Background: an optimization exercise with open tools, aiming at small area. Do not read the settings as production practice. The RTL was checked by simulation tests, not by an equivalence proof against the original design. No activity file was given, so power comes from the tool's default toggle rates.

`flow/run.sh`:
```
#!/bin/bash
# synth_recipe.tcl (not shown) runs the flow's synth.tcl, then flattens the netlist and writes it again
# the make line also repeats each setting of config.mk as NAME=value (left out here)
make -C /OpenROAD-flow-scripts/flow DESIGN_CONFIG=/design/flow/config.mk WORK_HOME=/design/flow/orfs CLKGATE_MAP_FILE= SYNTH_SCRIPT=/design/flow/synth_recipe.tcl finish
```
`flow/config.mk`:
```
export PLATFORM = sky130hd
export DESIGN_NAME = top_module
export DESIGN_NICKNAME = top_module
export VERILOG_FILES = /design/flow/design.v
export SDC_FILE = /design/flow/constraint.sdc
export NUM_CORES = 4
export LEC_CHECK = 0
export CAP_MARGIN = 20
export CORE_MARGIN = 2
export CORE_UTILIZATION = 40
export CTS_BUF_LIST = sky130_fd_sc_hd__clkbuf_8
export CTS_CLUSTER_DIAMETER = 60
export CTS_CLUSTER_SIZE = 18
export SLEW_MARGIN = 20
export SYNTH_HIERARCHICAL = 1
```
`flow/constraint.sdc`:
```
create_clock -name core_clock -period 10.0 [get_ports {clk}]
set_input_delay 2.0000 -clock core_clock [delete_from_list [all_inputs] [get_ports {clk}]]
set_output_delay 2.0000 -clock core_clock [all_outputs]
set_load 0.01 [all_outputs]
```
`flow/design.v`:
```
`timescale 1ps / 1fs
module fa(input logic a, b, c, output logic s, co);
assign s = a ^ b ^ c;
assign co = (a & b) | (a & c) | (b & c);
endmodule
module ha(input logic a, b, output logic s, co);
assign s = a ^ b;
assign co = a & b;
endmodule
`timescale 1ps / 1fs
module top_module(input logic [7:0] pixel_r,pixel_g,pixel_b, input logic clk,reset,data_in_en,output logic signed [12:0] Convo_final,output logic start_add_1);
parameter N=10;
logic [3:0] x, y;           
logic [9:0] a1,a2,a3,a4,a5,a6,a7,a8,a9,a10,a11;
logic [9:0] b1,b2,b3,b4,b5,b6,b7,b8,b9;
logic [9:0] s;
always_ff @(posedge clk)
begin
if (!reset)
begin
x<=0;
y<=0;
start_add_1<=1'b0;
end
else
begin
start_add_1 <= data_in_en && (y >= 2) && (x != 0) && (x != N-1);
if (data_in_en)
begin
if (x==N-1)
begin
x<=0;
y<= (y==N-1) ? 4'd0 : y+1;
end
else
x<=x+1;
end
end
end
always_ff @(posedge clk)
begin
if (reset && data_in_en)
begin
{a11,a10,a9,a8,a7,a6,a5,a4,a3,a2,a1} <= {a10,a9,a8,a7,a6,a5,a4,a3,a2,a1,s};
if (x != 0)
{b9,b8,b7,b6,b5,b4,b3,b2,b1} <= {b8,b7,b6,b5,b4,b3,b2,b1,a11};
end
end
logic sa1;
logic sa2;
logic sa3;
logic sa4;
logic sa5;
logic sa6;
logic sa7;
logic sa8;
logic sa9;
logic sa10;
logic sa11;
logic sa12;
logic sa13;
logic sa14;
logic sa15;
logic sa16;
logic sa17;
logic sa18;
logic sa19;
logic sa20;
logic sa21;
logic sa22;
logic sa23;
logic sa24;
logic sa25;
logic sa26;
logic sa27;
logic sa28;
logic sa29;
logic sa30;
logic sa31;
logic sa32;
logic sa33;
logic sa34;
ha u_sa1 (pixel_r[0], pixel_g[0], sa1, sa2);
fa u_sa3 (pixel_r[1], pixel_g[1], pixel_b[1], sa3, sa4);
fa u_sa5 (pixel_r[2], pixel_g[2], pixel_b[2], sa5, sa6);
fa u_sa7 (pixel_r[3], pixel_g[3], pixel_b[3], sa7, sa8);
fa u_sa9 (pixel_r[4], pixel_g[4], pixel_b[4], sa9, sa10);
fa u_sa11 (pixel_r[5], pixel_g[5], pixel_b[5], sa11, sa12);
fa u_sa13 (pixel_r[6], pixel_g[6], pixel_b[6], sa13, sa14);
fa u_sa15 (pixel_r[7], pixel_g[7], pixel_b[7], sa15, sa16);
ha u_sa17 (sa1, pixel_b[0], sa17, sa18);
fa u_sa19 (sa2, sa3, sa18, sa19, sa20);
fa u_sa21 (sa4, sa5, sa20, sa21, sa22);
fa u_sa23 (sa6, sa7, sa22, sa23, sa24);
fa u_sa25 (sa8, sa9, sa24, sa25, sa26);
fa u_sa27 (sa10, sa11, sa26, sa27, sa28);
fa u_sa29 (sa12, sa13, sa28, sa29, sa30);
fa u_sa31 (sa14, sa15, sa30, sa31, sa32);
ha u_sa33 (sa16, sa32, sa33, sa34);
assign s = {sa34, sa33, sa31, sa29, sa27, sa25, sa23, sa21, sa19, sa17};
logic la1;
logic la2;
logic la3;
logic la4;
logic la5;
logic la6;
logic la7;
logic la8;
logic la9;
logic la10;
logic la11;
logic la12;
logic la13;
logic la14;
logic la15;
logic la16;
logic la17;
logic la18;
logic la19;
logic la20;
logic la21;
logic la22;
logic la23;
logic la24;
logic la25;
logic la26;
logic la27;
logic la28;
logic la29;
logic la30;
logic la31;
logic la32;
logic la33;
logic la34;
logic la35;
logic la36;
logic la37;
logic la38;
logic la39;
logic la40;
logic la41;
logic la42;
logic la43;
logic la44;
logic la45;
logic la46;
logic la47;
logic la48;
logic la49;
logic la50;
logic la51;
logic la52;
logic la53;
logic la54;
logic la55;
logic la56;
logic la57;
logic la58;
logic la59;
logic la60;
logic la61;
logic la62;
logic la63;
logic la64;
logic la65;
logic la66;
logic la67;
logic la68;
logic la69;
logic la70;
logic la71;
logic la72;
logic la73;
logic la74;
logic la75;
logic la76;
logic la77;
logic la78;
logic la79;
logic la80;
logic la81;
logic la82;
logic la83;
logic la84;
assign la1 = ~(~a11[0] ^ a1[2]);
assign la2 = ~a11[0] | a1[2];
fa u_la3 (~a11[1], a1[3], a10[3], la3, la4);
fa u_la5 (~a11[2], a1[4], a10[4], la5, la6);
fa u_la7 (~a11[3], a1[5], a10[5], la7, la8);
fa u_la9 (~a11[4], a1[6], a10[6], la9, la10);
fa u_la11 (~a11[5], a1[7], a10[7], la11, la12);
fa u_la13 (~a11[6], a1[8], a10[8], la13, la14);
fa u_la15 (~a11[7], a1[9], a10[9], la15, la16);
ha u_la17 (a1[0], a10[0], la17, la18);
fa u_la19 (a1[1], a10[1], b1[1], la19, la20);
fa u_la21 (la1, a10[2], b1[2], la21, la22);
fa u_la23 (la2, la3, b1[3], la23, la24);
fa u_la25 (la4, la5, b1[4], la25, la26);
fa u_la27 (la6, la7, b1[5], la27, la28);
fa u_la29 (la8, la9, b1[6], la29, la30);
fa u_la31 (la10, la11, b1[7], la31, la32);
fa u_la33 (la12, la13, b1[8], la33, la34);
fa u_la35 (la14, la15, b1[9], la35, la36);
ha u_la37 (la17, b1[0], la37, la38);
fa u_la39 (la18, la19, b9[1], la39, la40);
fa u_la41 (la20, la21, b9[2], la41, la42);
fa u_la43 (la22, la23, b9[3], la43, la44);
fa u_la45 (la24, la25, b9[4], la45, la46);
fa u_la47 (la26, la27, b9[5], la47, la48);
fa u_la49 (la28, la29, b9[6], la49, la50);
fa u_la51 (la30, la31, b9[7], la51, la52);
fa u_la53 (la32, la33, b9[8], la53, la54);
fa u_la55 (la34, la35, b9[9], la55, la56);
fa u_la57 (la36, la16, ~a11[8], la57, la58);
ha u_la59 (la37, b9[0], la59, la60);
fa u_la61 (la38, la39, la60, la61, la62);
fa u_la63 (la40, la41, la62, la63, la64);
fa u_la65 (la42, la43, la64, la65, la66);
fa u_la67 (la44, la45, la66, la67, la68);
fa u_la69 (la46, la47, la68, la69, la70);
fa u_la71 (la48, la49, la70, la71, la72);
fa u_la73 (la50, la51, la72, la73, la74);
fa u_la75 (la52, la53, la74, la75, la76);
fa u_la77 (la54, la55, la76, la77, la78);
fa u_la79 (la56, la57, la78, la79, la80);
fa u_la81 (la58, ~a11[9], la80, la81, la82);
assign la83 = ~la82;
assign Convo_final = {la83, la81, la79, la77, la75, la73, la71, la69, la67, la65, la63, la61, la59};
endmodule
```
==> reports/qor.yml, run 1 <==
grt_util_met3_pct: 2.52
ios: 41
cts-resized-gates: 0
synth_area_um2: 7680
ir_drop_uv: 69.5
grt_pass1_wl_mm: 15.5
io_buffers: 40
timing.slew.headroom_pct: 29.8
cp.required_ps: 8000
worst_path_max_delay_cell: "fa_1"
swShare_pct: 25.0
worstPathCellList: "fa_1 -> fa_1 -> fa_1 -> fa_1 -> fa_1 -> fa_1 -> fa_1 -> fa_1 -> fa_1 -> fa_1 -> fa_1 -> fa_1 -> fa_1 -> clkdlybuf4s50_1"
seq_area_frac_synth_pct: 80.5
antenna_found_initial: 0
viasPerCell: 4.66
drv_cap: 0
fin_setup_tns_ps: 0
vias: 2907
final_common_cell: "edfxtp_1"
finalHoldViolCount: 0
postRouteAntennaNets: 0
p_int_uw: 1360
fmax_mhz: 112
gp_congestion: 0.725
fp-row-count: 50
nNetsFinal: 466
top_usage_layer: "met1"
postLayoutCellArea_um2: 8620
switchingPower_uw: 451
cts-htree-levels: 1
cts_tree: "yes"
min_path_type: "reg -> reg"
yosys_warnings: 7
drive_above_1_share_pct: 8.46
grt_util_met2_pct: 14.3
seqPwrFrac_pct: 56.3
fin_skew_ps: 22.1
startpoint_type: "register"
antenna_cells: 0
area_delta_synth_final_pct: 12.2
cts-root-buf: "clkbuf_8"
clkPwrFrac_pct: 24.6
status: "timing/DRC/antenna clean"
cp_max_fo: 2
wl_mm: 9.82
clk_pin_slew_ps: 110
cts_inserted_buffers: 17
setup_viol_count_final: 0
clock-sinks: 209
postCtsSetupBuffers: 0
rsz0062_at_grt: "no"
arrival_ps: 6940
syn_inst: 333
syn_avg_cell_area_um2: 23.1
remaining_drc_errors: 0
synth.distinct_cells: 28
critPathCaptureType: "primary output"
most-common-layout-cells: "edfxtp_1, fa_1, clkdlybuf4s50_1"
p_per_area_nw_per_um2: 210
holdBufCountCts: 0
crit_top_cell: "fa_1"
p_leak_uw: 0.00281
grt_usage_pct: 10.0
grt_pass1_vias: 3000
post-route-min-period_ps: 8940
die_h_um: 143
max_stage_delay_ps: 590
clk_latency_ps: 510
syn_nets: 418
wire_per_inst_um: 15.7
use_met1_pct: 14.9
dpl.hpwl_mm: 6.14
dpl_cell_area_um2: 8310
clock_path_buffers: 3
synth-seq-cells: 209
min_period_over_period_pct: 89.4
initial_utilization_pct: 40.9
overflow: 0
grt_max_degree: 88
drv_slew: 0
drt_pre_antenna_iters: 4
die_area_um2: 20300
drtIter0Drc: 255
dieWidth_um: 143
core_area_um2: 18800
share_comb_of_total_power_pct: 19.1
crit_type: "reg -> out"
worst_pin_slew_ps: 1050
-- cell usage after synthesis --
master     count  share of area (%)
edfxtp_1     200                 78
fa_1          51                 13
inv_1         16               0.78
buf_4         13                1.3
dfxtp_1        9                2.3
ha_1           7                1.1
a21oi_1        5               0.33
nand2_1        5               0.24
nor2_1         3               0.15
o21ai_0        3               0.20
nand3_1        2               0.13
or4_1          2               0.20
xnor2_1        2               0.23
a211o_2        1               0.13
a41oi_1        1               0.11
clkbuf_2       1              0.065
clkinv_1       1              0.049
mux2_2         1               0.15
nand3b_1       1              0.098
nand4bb_1      1               0.15
nor2b_1        1              0.081
nor3_1         1              0.065
nor4_1         1              0.081
o311a_2        1               0.15
o31ai_1        1              0.098
o32ai_1        1               0.11
or3_1          1              0.081
or3_2          1              0.098
-- registers in the layout, summed over array words and instances (netlist names) --
signal,cells
b6,10
a9,10
start_add_1,1
b8,10
b2,10
b9,10
y,4
a10,10
a8,10
b1,10
a5,10
a1,10
b7,10
a7,10
b3,10
b5,10
a3,10
a2,10
a11,10
x,4
a6,10
b4,10
a4,10
-- per-stage QoR --
step	hold WS (ps)	setup WS [ps]	util [%]	std cells	power (uW)
global route	409	739	45.9	624	1910
CTS	416	952	45.9	624	1850
global placement	400	1570	44.3	596	1390
detailed placement	405	1500	44.3	596	1400
finish	413	1060	45.9	624	1810
floorplan	400	604	-	333	1280
-- layout make-up --
class                   count  area, um^2
flip-flops and latches    209        6190
clock inverters            11        75.1
fillers                  1583       10200
clock buffers              17         234
well taps                 234         293
multi-input cells          93        1340
inverters                  17        63.8
repair buffers             43         423
-- modules after synthesis, one instance, submodules excluded --
module,cell area [um^2],cells
fa,20.0,1
ha,12.5,1
top_module,6590,276
-- logic make-up (layout without fill, tap and decap cells) --
family	after synthesis	count (layout)	share of synthesized area (%)
mux	1	1	0.147
fa+ha+maj	58	58	14.4
simple gates	19	19	1.37
xor+xnor	2	2	0.228
flops	209	209	80.5
buf+inv	31	88	2.17
compound gates	13	13	1.12
-- worst max-delay path: cells and delay by family, from the launching register on --
kind / cells / cell delay, ps
buffers and inverters: 1 / 530
adder cells (fa/ha/maj): 13 / 5460
flip-flops: 1 / 430
-- path summary, 6_finish.rpt --
kind / end / slack, ps / cells past startpoint / from
worst max-delay path: Convo_final[11] / 1060 / 14 / a1[1]
worst min-delay path: a7[2] / 410 / 0 / a6[2]
worst max register to register: b6[8] / 7910 / 4 / x[1]
worst min register to register: a7[2] / 410 / 0 / a6[2]
-- power by group through the flow --
| stage | Combinational, uW | Clock, uW | Sequential (uW) |
|---|---|---|---|
| global route | 392 | 499 | 1020 |
| floorplan | 248 | 0 | 1040 |
| CTS | 361 | 468 | 1020 |
| detailed placement | 362 | 0 | 1040 |
| global placement | 355 | 0 | 1040 |
| finish | 345 | 446 | 1020 |
-- routing by layer --
| metal | wire [um] | vias to the layer above |
|---|---|---|
| met1 | 4860 | 1502 |
| met2 | 4230 | 59 |
| met5 | 0 | - |
| li1 | - | 1324 |
| met3 | 472 | 22 |
| met4 | 252 | 0 |
==> run 2, diff against run 1 <==
==> flow/flow/run.sh (new file) <==
#!/bin/bash
# Layout: the standard flow (standard.sh, unchanged synthesis) with two changes:
#  - ports are buffered with sky130_fd_sc_hd__buf_1 instead of the default port buffer;
#  - clock tree built from clkbuf_8 leaves over larger sink clusters, without dummy loads.
# The make output goes to standard.log in the work folder; ORFS's own per-step logs are
# under orfs/logs/.
set -euo pipefail
CTS="-sink_clustering_enable -repair_clock_nets -sink_clustering_size 10 -sink_clustering_max_diameter 60 -buf_list sky130_fd_sc_hd__clkbuf_4 -dont_use_dummy_load"
bash standard.sh "BUFFER_PORTS_ARGS=-buffer_cell sky130_fd_sc_hd__buf_1" "CTS_ARGS=$CTS" finish > standard.log 2>&1
==> flow/standard.sh (new file) <==
#!/bin/bash
# synth_recipe.tcl (not shown) runs the flow's synth.tcl, then flattens the netlist and writes it again
# the make line also repeats each setting of config.mk as NAME=value (left out here)
make -C /OpenROAD-flow-scripts/flow DESIGN_CONFIG=/design/flow/config.mk WORK_HOME=/design/flow/orfs CLKGATE_MAP_FILE= SYNTH_SCRIPT=/design/flow/synth_recipe.tcl "${@:-finish}"
==> flow/config.mk (replaced) <==
export PLATFORM = sky130hd
export DESIGN_NAME = top_module
export DESIGN_NICKNAME = top_module
export VERILOG_FILES = /design/flow/design.v
export SDC_FILE = /design/flow/constraint.sdc
export NUM_CORES = 4
export LEC_CHECK = 0
export CAP_MARGIN = 20
export CORE_MARGIN = 2
export CORE_UTILIZATION = 60
export PLACE_DENSITY = 0.75
export SLEW_MARGIN = 20
export SYNTH_HIERARCHICAL = 1
removed: flow/run.sh
==> reports/qor.yml, run 2 <==
wl_met2_mm: 4.27
fmax_mhz: 113
seq_area_frac_synth_pct: 80.5
nNetsFinal: 472
postRouteAntennaNets: 0
p_per_area_nw_per_um2: 201
wl_met3_um: 431
cts_inserted_buffers: 24
startpoint_type: "register"
finalHoldViolCount: 0
fin_setup_tns_ps: 0
clock-sinks: 209
synth_area_um2: 7680
rsz0062_at_grt: "no"
nFillCells: 819
vias: 2891
synth-seq-cells: 209
synthArstFlopShare_pct: 0
wire_per_inst_um: 17.4
fp-row-count: 41
clk_pin_slew_ps: 120
syn_avg_cell_area_um2: 23.1
synth.area.top_cells: "edfxtp_1, fa_1, dfxtp_1"
synth.distinct_cells: 28
postLayoutCellArea_um2: 8160
ff_latch_area_um2: 6190
wl_mm: 9.74
cp.required_ps: 8000
grt_pass1_vias: 2944
syn_nets: 418
drtIter0Drc: 254
synth.most_common_cell: "edfxtp_1"
p_leak_uw: 0.00265
io_buffers: 40
initial_utilization_pct: 61.1
grt_max_degree: 83
min_path_type: "reg -> reg"
clk_latency_ps: 610
yosys.area.top_type: "edfxtp_1"
final_common_cell: "edfxtp_1"
antenna_found_initial: 1
synth_common_cells: "edfxtp_1, fa_1, inv_1"
yosys_most_used_dff: "edfxtp_1"
most-common-layout-cells: "edfxtp_1, fa_1, buf_1"
remaining_drc_errors: 0
area_delta_synth_final_pct: 6.27
top_layer_used: "met4"
dpl.hpwl_mm: 6.14
crit_type: "reg -> out"
synth_edf_count: 200
overflow: 0
setup_viol_count_final: 0
drt_pre_antenna_iters: 4
ios: 41
timing.slew.headroom_pct: 35.8
postCtsSetupBuffers: 0
cts-resized-gates: 0
drive_above_1_share_pct: 8.31
grt_pass1_wl_mm: 15.1
viasPerCell: 5.17
dieWidth_um: 117
holdBufCountCts: 0
die_h_um: 117
arrival_ps: 6850
gp_congestion: 0.724
dpl_cell_area_um2: 7970
synth_top_area_share_pct: 78.2
cts-root-buf: "clkbuf_4"
wl_met1_mm: 4.78
grt_usage_pct: 15.1
cts_tree: "yes"
cp_max_fo: 2
die_area_um2: 13700
worst_pin_slew_ps: 964
yosys_warnings: 7
drv_cap: 0
syn_inst: 333
multi_input_area_um2: 1350
cts-htree-levels: 1
ir_drop_uv: 86.1
drv_slew: 0
min_period_over_period_pct: 88.5
fin_skew_ps: 36.3
clock_path_buffers: 3
core_area_um2: 12600
critPathCaptureType: "primary output"
status: "timing/DRC/antenna clean"
post-route-min-period_ps: 8850
## run 2: path summary, 6_finish.rpt
path | start | to | slack, ps | depth (start not counted)
worst max-delay path | a1[1] | Convo_final[11] | 1150 | 14
worst min-delay path | b2[2] | b3[2] | 420 | 0
worst max register to register | x[1] | b5[8] | 7570 | 3
worst min register to register | b2[2] | b3[2] | 420 | 0
## run 2: metrics by stage
step / power (uW) / util, % / instances / setup WS (ps) / hold slack (ps)
final: 1640 / 64.9 / 559 / 1150 / 416
after global routing: 1740 / 64.9 / 559 / 902 / 426
after CTS: 1680 / 64.9 / 557 / 1030 / 418
after detailed placement: 1320 / 63.4 / 533 / 1710 / 405
after global placement: 1300 / 63.4 / 533 / 1980 / 401
after floorplan: 1280 / - / 333 / 604 / 400
## run 2: cell type report
cell class,instances,share of cell area (%)
antenna,2,0.0613
inverter,17,0.782
clock buffer,24,2.21
tap,172,2.64
sequential,209,75.8
timing repair buffer,42,2.02
multi-input combinational,93,16.5
## run 2: critical path: stages, from the launching register on
cell      delay, ps
edfxtp_1        440
fa_1            590
fa_1            450
fa_1            420
fa_1            420
fa_1            410
fa_1            410
fa_1            410
fa_1            400
fa_1            410
fa_1            410
fa_1            420
fa_1            420
fa_1            490
buf_1           150
## run 2: power breakdown
part	internal, uW	switching (uW)
Sequential	1000	16.7
Clock	111	245
Combinational	110	159
## run 2: logic make-up after synthesis
kind of cell / after synthesis / synth area share, %
buffers and inverters: 31 / 2.17
flip-flops: 209 / 80.5
adder cells (fa/ha/maj): 58 / 14.4
AO/OA/AOI/OAI: 13 / 1.12
AND/OR/NAND/NOR: 19 / 1.37
multiplexers: 1 / 0.147
XOR/XNOR: 2 / 0.228
## run 2: layer usage
metal,vias to the layer above,GRT usage (%)
li1,1335,-
met2,64,21.3
met3,24,3.91
met4,0,6.12
met1,1468,23.0
met5,-,0
## run 2: per-module statistics from Yosys, one instance, submodules excluded
module      times used  flip-flops and latches  cells inside
ha                   6                       0             1
fa                  51                       0             1
top_module           1                     209           276
==> run 3, diff against run 2 <==
--- a/flow/config.mk
+++ b/flow/config.mk
@@ -7,7 +7,6 @@
 export LEC_CHECK = 0
 export CAP_MARGIN = 20
 export CORE_MARGIN = 2
-export CORE_UTILIZATION = 60
-export PLACE_DENSITY = 0.75
+export CORE_UTILIZATION = 40
 export SLEW_MARGIN = 20
 export SYNTH_HIERARCHICAL = 1
==> reports/qor.yml, run 3 <==
status: "timing/DRC/antenna clean"
top_usage_layer: "met1"
synth.distinct_cells: 28
p_per_area_nw_per_um2: 199
cts-htree-levels: 1
final_common_cell: "edfxtp_1"
synth_common_cells: "edfxtp_1, fa_1, inv_1"
synth_edf_count: 200
die_area_um2: 20300
rsz0062_at_grt: "no"
min_period_over_period_pct: 86.4
cp_max_fo: 2
r2r_end: "b9[7]"
antenna_found_initial: 0
synth-seq-cells: 209
worstPathCellList: "fa_1 -> fa_1 -> fa_1 -> fa_1 -> fa_1 -> fa_1 -> fa_1 -> fa_1 -> fa_1 -> fa_1 -> fa_1 -> fa_1 -> fa_1 -> buf_1"
p_leak_uw: 0.00264
grt_max_degree: 92
io_buffers: 40
most-common-layout-cells: "edfxtp_1, fa_1, buf_1"
critPathLaunch: "a1[1]"
fp-row-count: 50
holdBufCountCts: 0
antenna_cells: 0
setup_viol_count_final: 0
syn_inst: 333
viasPerCell: 4.65
drv_cap: 0
drive_above_1_share_pct: 8.31
nFillCells: 1620
postCtsSetupBuffers: 0
vias: 2880
whs_ps: 415
utilization_pct: 43.9
clk_pin_slew_ps: 100
wire_per_inst_um: 15.3
startpoint_type: "register"
synth_area_um2: 7680
gp_congestion: 0.718
cts_inserted_buffers: 24
seq_area_frac_synth_pct: 80.5
reg2reg_from: "x[1]"
fin_skew_ps: 39.7
fmax_mhz: 116
dieWidth_um: 143
min_path_type: "reg -> reg"
synth.most_common_cell: "edfxtp_1"
min_path_cells: 0
synthArstFlopShare_pct: 0
wl_mm: 9.49
crit_end: "Convo_final[11]"
worst_pin_slew_ps: 1050
yosys_most_used_dff: "edfxtp_1"
fin_setup_tns_ps: 0
die_h_um: 143
synth.area.top_cells: "edfxtp_1, fa_1, dfxtp_1"
initial_utilization_pct: 40.9
critPathCaptureType: "primary output"
grt_pass1_wl_mm: 15.1
drt_pre_antenna_iters: 4
postRouteAntennaNets: 0
arrival_ps: 6640
worst_path_max_delay_cell: "fa_1"
cts-root-buf: "clkbuf_4"
crit_type: "reg -> out"
use_met1_pct: 15.0
finalHoldViolCount: 0
remaining_drc_errors: 0
syn_avg_cell_area_um2: 23.1
area_delta_synth_final_pct: 7.18
clock_path_buffers: 3
r2r_cells: 3
r2r_slack_ps: 8220
cts-resized-gates: 0
clock-sinks: 209
core_area_um2: 18800
grt_pass1_vias: 2990
overflow: 0
post-route-min-period_ps: 8640
drv_slew: 0
grt_usage_pct: 9.65
dpl.hpwl_mm: 5.83
yosys.area.top_type: "edfxtp_1"
ir_drop_uv: 85.0
nNetsFinal: 472
grt_util_met2_pct: 13.1
ios: 41
timing.slew.headroom_pct: 29.9
syn_nets: 418
clk_latency_ps: 610
synth_top_area_share_pct: 78.2
crit_top_cell: "fa_1"
yosys_warnings: 7
max_stage_delay_ps: 580
drtIter0Drc: 176
grt_util_met3_pct: 2.83
cts_tree: "yes"
cp.required_ps: 8000
-- run 3: cell types whose count changed in the layout (fill, tap and decap cells not counted) --
cell	before	now
diode_2	2	0
buf_6	0	1
nor3_4	1	0
nor3_2	0	1
buf_4	2	1
-- run 3: stage by stage --
stage / total power [uW] / setup slack [ps] / area, um^2 / std cells
after floorplan: 1280 / 604 / 7680 / 333
after global placement: 1310 / 1950 / 8050 / 595
after detailed placement: 1320 / 1860 / 8050 / 595
after CTS: 1670 / 1220 / 8230 / 619
after global routing: 1740 / 1090 / 8230 / 619
final: 1640 / 1360 / 8230 / 619
-- run 3: cell type report --
type	count	area (um^2)	area share [%]
Timing Repair Buffer	42	169	2.05
Multi-Input combinational cell	93	1340	16.3
Inverter	17	63.8	0.775
Tap cell	234	293	3.56
Sequential cell	209	6190	75.1
Clock buffer	24	180	2.19
-- run 3: layer usage --
| layer | wire length [um] | up-vias |
|---|---|---|
| met3 | 433 | 19 |
| met2 | 3900 | 63 |
| met4 | 232 | 0 |
| li1 | - | 1335 |
| met5 | 0 | - |
| met1 | 4920 | 1463 |
-- run 3: worst min path at each step --
stage,startpoint,end
after global routing,a3[4],a4[4]
after global placement,b2[5],b3[5]
after floorplan,a9[0],a10[0]
after detailed placement,a5[1],a6[1]
final,a4[0],a5[0]
after CTS,a8[1],a9[1]
-- run 3: Yosys stat by module (local to each module, per instance) --
module | times used | cells inside | flops+latches
fa | 51 | 1 | 0
ha | 6 | 1 | 0
top_module | 1 | 276 | 209
-- run 3: kinds of logic (layout without fill, tap and decap cells) --
family,Yosys count,in the layout,share of synthesized area [%]
AOI/OAI and AO/OA,13,13,1.12
muxes,1,1,0.147
DFF,209,209,80.5
and+or+nand+nor,19,19,1.37
xor gates and xnor gates,2,2,0.228
buffers and inverters,31,83,2.17
adders and majority gates,58,58,14.4
-- run 3: critical path: cells and delay by family, from the launching register on --
family	cells	cell delay, ps
fa+ha+maj	13	5480
buf+inv	1	150
flops	1	430
-- run 3: where the power goes --
group	internal (uW)	total (uW)	leakage [uW]	switching [uW]
registers	1000	1020	0.00192	16.3
clock network	111	353	0.000110	242
logic	108	265	0.000609	157
==> run 4, diff against run 3 <==
--- a/flow/flow/run.sh
+++ b/flow/flow/run.sh
@@ -5,5 +5,5 @@
 # The make output goes to standard.log in the work folder; ORFS's own per-step logs are
 # under orfs/logs/.
 set -euo pipefail
-CTS="-sink_clustering_enable -repair_clock_nets -sink_clustering_size 10 -sink_clustering_max_diameter 60 -buf_list sky130_fd_sc_hd__clkbuf_4 -dont_use_dummy_load"
+CTS="-sink_clustering_enable -repair_clock_nets -sink_clustering_size 18 -sink_clustering_max_diameter 60 -buf_list sky130_fd_sc_hd__clkbuf_8 -dont_use_dummy_load"
 bash standard.sh "BUFFER_PORTS_ARGS=-buffer_cell sky130_fd_sc_hd__buf_1" "CTS_ARGS=$CTS" finish > standard.log 2>&1
--- a/flow/config.mk
+++ b/flow/config.mk
@@ -8,5 +8,8 @@
 export CAP_MARGIN = 20
 export CORE_MARGIN = 2
 export CORE_UTILIZATION = 40
+export CTS_BUF_LIST = sky130_fd_sc_hd__clkbuf_8
+export CTS_CLUSTER_DIAMETER = 60
+export CTS_CLUSTER_SIZE = 18
 export SLEW_MARGIN = 20
 export SYNTH_HIERARCHICAL = 1
==> reports/qor.yml, run 4 <==
syn_avg_cell_area_um2: 23.1
grt_pass1_vias: 2908
viasPerCell: 4.66
cts_tree: "yes"
critPathLaunch: "a1[1]"
remaining_drc_errors: 0
antenna_cells: 0
die_area_um2: 20300
cts-resized-gates: 0
r2r_slack_ps: 8300
timing.slew.headroom_pct: 29.7
area_delta_synth_final_pct: 7.88
worst_pin_slew_ps: 1050
ir_drop_uv: 84.6
post-route-min-period_ps: 8550
crit_type: "reg -> out"
yosys_most_used_dff: "edfxtp_1"
synthArstFlopShare_pct: 0
io_buffers: 40
clk_latency_ps: 500
drive_above_1_share_pct: 6.61
antenna_found_initial: 0
wl_mm: 9.39
arrival_ps: 6550
core_area_um2: 18800
drtIter0Drc: 191
postCtsSetupBuffers: 0
grt_pass1_wl_mm: 14.8
drv_cap: 0
synth_area_um2: 7680
vias: 2852
holdBufCountCts: 0
p_per_area_nw_per_um2: 202
grt_max_degree: 92
min_path_type: "reg -> reg"
status: "timing/DRC/antenna clean"
syn_nets: 418
fin_skew_ps: 48.7
dpl.hpwl_mm: 5.83
critPathCaptureType: "primary output"
synth.most_common_cell: "edfxtp_1"
dieWidth_um: 143
postRouteAntennaNets: 0
overflow: 0
cts-htree-levels: 1
seq_area_frac_synth_pct: 80.5
drv_slew: 0
gp_congestion: 0.718
cp_max_fo: 2
setup_viol_count_final: 0
cp.required_ps: 8000
synth.distinct_cells: 28
die_h_um: 143
p_leak_uw: 0.00266
ios: 41
synth-seq-cells: 209
clk_pin_slew_ps: 110
clock_path_buffers: 3
reg2reg_from: "x[1]"
startpoint_type: "register"
drt_pre_antenna_iters: 5
synth_top_area_share_pct: 78.2
utilization_pct: 44.2
crit_end: "Convo_final[11]"
wire_per_inst_um: 15.3
cts-root-buf: "clkbuf_8"
yosys.area.top_type: "edfxtp_1"
min_period_over_period_pct: 85.5
fin_setup_tns_ps: 0
fp-row-count: 50
nNetsFinal: 465
final_common_cell: "edfxtp_1"
r2r_end: "b4[6]"
rsz0062_at_grt: "no"
r2r_cells: 3
hold_path_startpoint: "b4[3]"
clock-sinks: 209
syn_inst: 333
synth_edf_count: 200
initial_utilization_pct: 40.9
grt_usage_pct: 9.54
yosys_warnings: 7
cts_inserted_buffers: 17
synth.area.top_cells: "edfxtp_1, fa_1, dfxtp_1"
most-common-layout-cells: "edfxtp_1, fa_1, buf_1"
synth_common_cells: "edfxtp_1, fa_1, inv_1"
fmax_mhz: 117
finalHoldViolCount: 0
[run 4: cell counts after synthesis]
Identical to the previous run, type by type.
[run 4: power by group]
part	switching, uW	leakage [uW]	total, uW	internal [uW]
Clock	240	0.000122	393	153
Sequential	16.2	0.00192	1020	1000
Combinational	157	0.000609	264	107
Total	413	0.00266	1670	1260
[run 4: through the flow]
| stage | hold slack, ps | power, uW | area, um^2 | std cells | setup WS, ps |
|---|---|---|---|---|---|
| floorplan | 400 | 1280 | 7680 | 333 | 604 |
| detailed placement | 405 | 1320 | 8050 | 595 | 1860 |
| global route | 406 | 1770 | 8290 | 612 | 1190 |
| CTS | 393 | 1720 | 8280 | 612 | 1320 |
| global placement | 400 | 1310 | 8050 | 595 | 1950 |
| finish | 392 | 1670 | 8290 | 612 | 1450 |
[run 4: worst min-delay path by stage]
stage | to | slack, ps | depth (start not counted)
2_1_floorplan | a10[0] | 400 | 0
3_3_place_gp | b3[5] | 400 | 0
3_5_place_dp | a6[1] | 400 | 0
4_1_cts | b5[3] | 390 | 0
5_1_grt | b5[3] | 410 | 0
6_report | b5[3] | 390 | 0
[run 4: logic make-up (layout without fill, tap and decap cells)]
| group | after synthesis | in the layout | share of synthesized area [%] |
|---|---|---|---|
| AO/OA/AOI/OAI | 13 | 13 | 1.12 |
| XOR/XNOR | 2 | 2 | 0.228 |
| adder cells (fa/ha/maj) | 58 | 58 | 14.4 |
| buffers and inverters | 31 | 76 | 2.17 |
| flip-flops | 209 | 209 | 80.5 |
| multiplexers | 1 | 1 | 0.147 |
| AND/OR/NAND/NOR | 19 | 19 | 1.37 |
[run 4: cell type report]
type | count | area (um^2)
timing repair buffer | 42 | 169
multi-input combinational | 93 | 1340
sequential | 209 | 6190
clock buffer | 17 | 234
inverter | 17 | 63.8
fill | 1610 | 10500
tap | 234 | 293
[run 4: Yosys stat by module (local to each module, per instance)]
| module | cells inside | area [um^2] | flip-flops and latches |
|---|---|---|---|
| ha | 1 | 12.5 | 0 |
| fa | 1 | 20.0 | 0 |
| top_module | 276 | 6590 | 209 |
[run 4: critical path, cell delays in order, from the launching register on]
cell and delay, ps:
edfxtp_1 440, fa_1 580, fa_1 460, fa_1 420, fa_1 400, fa_1 390
fa_1 390, fa_1 390, fa_1 410, fa_1 390, fa_1 390, fa_1 390
fa_1 380, fa_1 490, buf_1 150
[run 4: metal layers]
metal	wire (um)	global-route usage, %
met1	4910	14.8
met2	3810	13.0
met4	268	3.34
met3	388	2.56
met5	0	0

==> static timing again, ports no longer ideal <==
The results above use ideal ports. As a check the final layouts listed here were re-extracted and re-timed, cells and wires unchanged.
Step 1: set_driving_cell puts a clkbuf_16 on clk and a buf_2 on each other input, an assumption about the parent block.
Step 2 times the ports against the registers' clock, not the clock port: input delays grow and output delays shrink by t, the midpoint of the rising clock arrivals with the driver on.
Slacks: no drivers / after step 1 / after step 2; pairs: no drivers / after step 1.
run	t (ns)	slack for setup (ns)	worst setup path at the end	clock arrival spread, ns
run 1	0.534	1.059 / 1.019 / 1.553	register to output	0.024 / 0.024
run 2	0.633	1.147 / 1.109 / 1.741	register to output	0.037 / 0.037
run 3	0.623	1.360 / 1.325 / 1.948	register to output	0.039 / 0.040
run 4	0.509	1.446 / 1.408 / 1.917	register to output	0.049 / 0.048
After both steps setup and hold are still met in every run listed.
